This is an optimization exercise on Yosys and OpenROAD, whose aim is small area and a short achievable clock period, not a production implementation.
RTL that was checked went through simulation tests only; none was proved equivalent to the original.
Power figures rest on the tool's default switching activity, not on a simulated workload.

==> amber <==
// systolic_array_4x4
module systolic_array_4x4(
		      FDi0, FDi4, FDi8, FDi12,
		      RD0, RD1, RD2, RD3,
		      clk, rst, result_ld,
		      FDo0, FDo4, FDo8, FDo12,
		      sa_GD0, sa_GD1, sa_GD2, sa_GD3);
export LEC_CHECK = 0
export CAP_MARGIN = 20
export CORE_MARGIN = 2
export CORE_UTILIZATION = 40
export SETUP_SLACK_MARGIN = 3.8
export SLEW_MARGIN = 20
export SYNTH_HIERARCHICAL = 1
export SYNTH_MINIMUM_KEEP_SIZE = 0
export TNS_END_PERCENT = 0
create_clock -name core_clock -period 7.5 [get_ports {clk}]
run.sh (not shown) runs the stock make flow with config.mk's settings and CLKGATE_MAP_FILE= SYNTH_SCRIPT=/design/flow/synth_recipe.tcl, a recipe that flattens the netlist after the stock synthesis.
==> inputs of garnet, as changes to amber <==
--- a/flow/design.v
+++ b/flow/design.v
@@ -863,21 +863,12 @@
 	wire s834;
 	wire s835;
 	wire s836;
 	wire s837;
 	wire s838;
 	wire s839;
-	wire s840;
-	wire s841;
-	wire s842;
-	wire s843;
-	wire s844;
-	wire s845;
-	wire s846;
-	wire s847;
-	wire s848;
 	assign one0 = B[0] ^ 1'b0;
 	assign two0 = (B[1] & ~B[0] & ~1'b0) | (~B[1] & B[0] & 1'b0);
 	assign neg0 = B[1];
 	pe_ao22 uq2 (.a(one0), .b(A[0]), .c(two0), .d(1'b0), .y(q2));
 	pe_xor2 upp1 (.a(q2), .b(neg0), .y(pp1));
 	pe_ao22 uq4 (.a(one0), .b(A[1]), .c(two0), .d(A[0]), .y(q4));
@@ -1519,30 +1510,21 @@
 	pe_fa us819 (.a(pp361), .b(pp397), .c(c796), .s(s819), .co(c820));
 	pe_fa us821 (.a(s813), .b(c798), .c(c800), .s(s821), .co(c822));
 	pe_fa us823 (.a(s815), .b(s817), .c(c802), .s(s823), .co(c824));
 	pe_fa us825 (.a(s819), .b(c804), .c(s821), .s(s825), .co(c826));
 	pe_fa us827 (.a(c806), .b(s823), .c(c808), .s(s827), .co(c828));
 	pe_fa us829 (.a(s825), .b(c810), .c(s827), .s(s829), .co(c830));
-	pe_xor2 us831 (.a(S[31]), .b(C[31]), .y(s831));
-	pe_xor2 us832 (.a(s831), .b(pp416), .y(s832));
-	pe_xor2 us833 (.a(pp63), .b(pp123), .y(s833));
-	pe_xor2 us834 (.a(pp179), .b(pp231), .y(s834));
-	pe_xor2 us835 (.a(pp279), .b(pp323), .y(s835));
-	pe_xor2 us836 (.a(pp363), .b(pp399), .y(s836));
-	pe_xor2 us837 (.a(s832), .b(c814), .y(s837));
-	pe_xor2 us838 (.a(s833), .b(s834), .y(s838));
-	pe_xor2 us839 (.a(s835), .b(s836), .y(s839));
-	pe_xor2 us840 (.a(c816), .b(c818), .y(s840));
-	pe_xor2 us841 (.a(s837), .b(s838), .y(s841));
-	pe_xor2 us842 (.a(s839), .b(c820), .y(s842));
-	pe_xor2 us843 (.a(s840), .b(s841), .y(s843));
-	pe_xor2 us844 (.a(c822), .b(s842), .y(s844));
-	pe_xor2 us845 (.a(s843), .b(c824), .y(s845));
-	pe_xor2 us846 (.a(s844), .b(s845), .y(s846));
-	pe_xor2 us847 (.a(c826), .b(s846), .y(s847));
-	pe_xor2 us848 (.a(s847), .b(c828), .y(s848));
+	assign s831 = S[31] ^ C[31] ^ pp416;
+	assign s832 = pp63 ^ pp123 ^ pp179;
+	assign s833 = pp231 ^ pp279 ^ pp323;
+	assign s834 = pp363 ^ pp399 ^ c814;
+	assign s835 = s831 ^ c816 ^ c818;
+	assign s836 = s832 ^ s833 ^ c820;
+	assign s837 = s834 ^ c822 ^ s835;
+	assign s838 = c824 ^ s836 ^ c826;
+	assign s839 = s837 ^ c828 ^ s838;
 	assign SO[0] = s417;
 	assign CO[0] = pp1;
 	assign SO[1] = pp3;
 	assign CO[1] = s419;
 	assign SO[2] = c420;
 	assign CO[2] = s423;
@@ -1600,13 +1582,13 @@
 	assign CO[28] = s793;
 	assign SO[29] = c794;
 	assign CO[29] = s811;
 	assign SO[30] = c812;
 	assign CO[30] = s829;
 	assign SO[31] = c830;
-	assign CO[31] = s848;
+	assign CO[31] = s839;
 endmodule
 module pe_ao22 (a, b, c, d, y);
 	input a, b, c, d;
 	output y;
 	assign y = (a & b) | (c & d);
 endmodule
--- a/flow/config.mk
+++ b/flow/config.mk
@@ -5,11 +5,10 @@
 export SDC_FILE = /design/flow/constraint.sdc
 export NUM_CORES = 4
 export LEC_CHECK = 0
 export CAP_MARGIN = 20
 export CORE_MARGIN = 2
 export CORE_UTILIZATION = 40
-export SETUP_SLACK_MARGIN = 3.8
+export SETUP_SLACK_MARGIN = 3.6
 export SLEW_MARGIN = 20
 export SYNTH_HIERARCHICAL = 1
 export SYNTH_MINIMUM_KEEP_SIZE = 0
-export TNS_END_PERCENT = 0
==> summary.txt <==
amber passed the timing, DRC and antenna checks. garnet ran to the end with no violations. Of amber and garnet, garnet has the higher non-clock buffer count (gap 926). Sequential cell count is the same in amber and garnet. Die area is about the same in amber and garnet. Core utilization: garnet is higher than amber (3.7 points). Against garnet, the total power of amber is smaller by 5.8%. In synthesized cell count, garnet and amber hardly differ. Against amber, the critical path depth of garnet is higher by 1.
Only the layout flow was run in garnet; the RTL was not checked for function there.

[static timing again, ports no longer ideal]
Ports are ideal in the flow. The routed layouts listed here were re-timed in OpenROAD. Step 1 (the two cells are an assumption about what drives the block):
set clk [get_ports {clk}]
set_driving_cell -lib_cell sky130_fd_sc_hd__clkbuf_16 $clk
set_driving_cell -lib_cell sky130_fd_sc_hd__buf_2 [delete_from_list [all_inputs] $clk]
Step 2 times the ports against the registers' clock, not the clock port: input delays grow and output delays shrink by t, the midpoint of the rising clock arrivals with the driver on. Three values: no drivers, after step 1, after step 2; two values: the first two.
run | t (ns) | setup slack, ns | worst setup path at the end
amber | 1.099 | 3.210 / 3.194 / 2.095 | input to register
garnet | 1.089 | 3.236 / 3.297 / 2.208 | input to register
After both steps every run listed still meets setup and hold. The setup slack of amber, which loses most, moves by -0.016 ns with the drivers and by -1.115 ns with both steps.
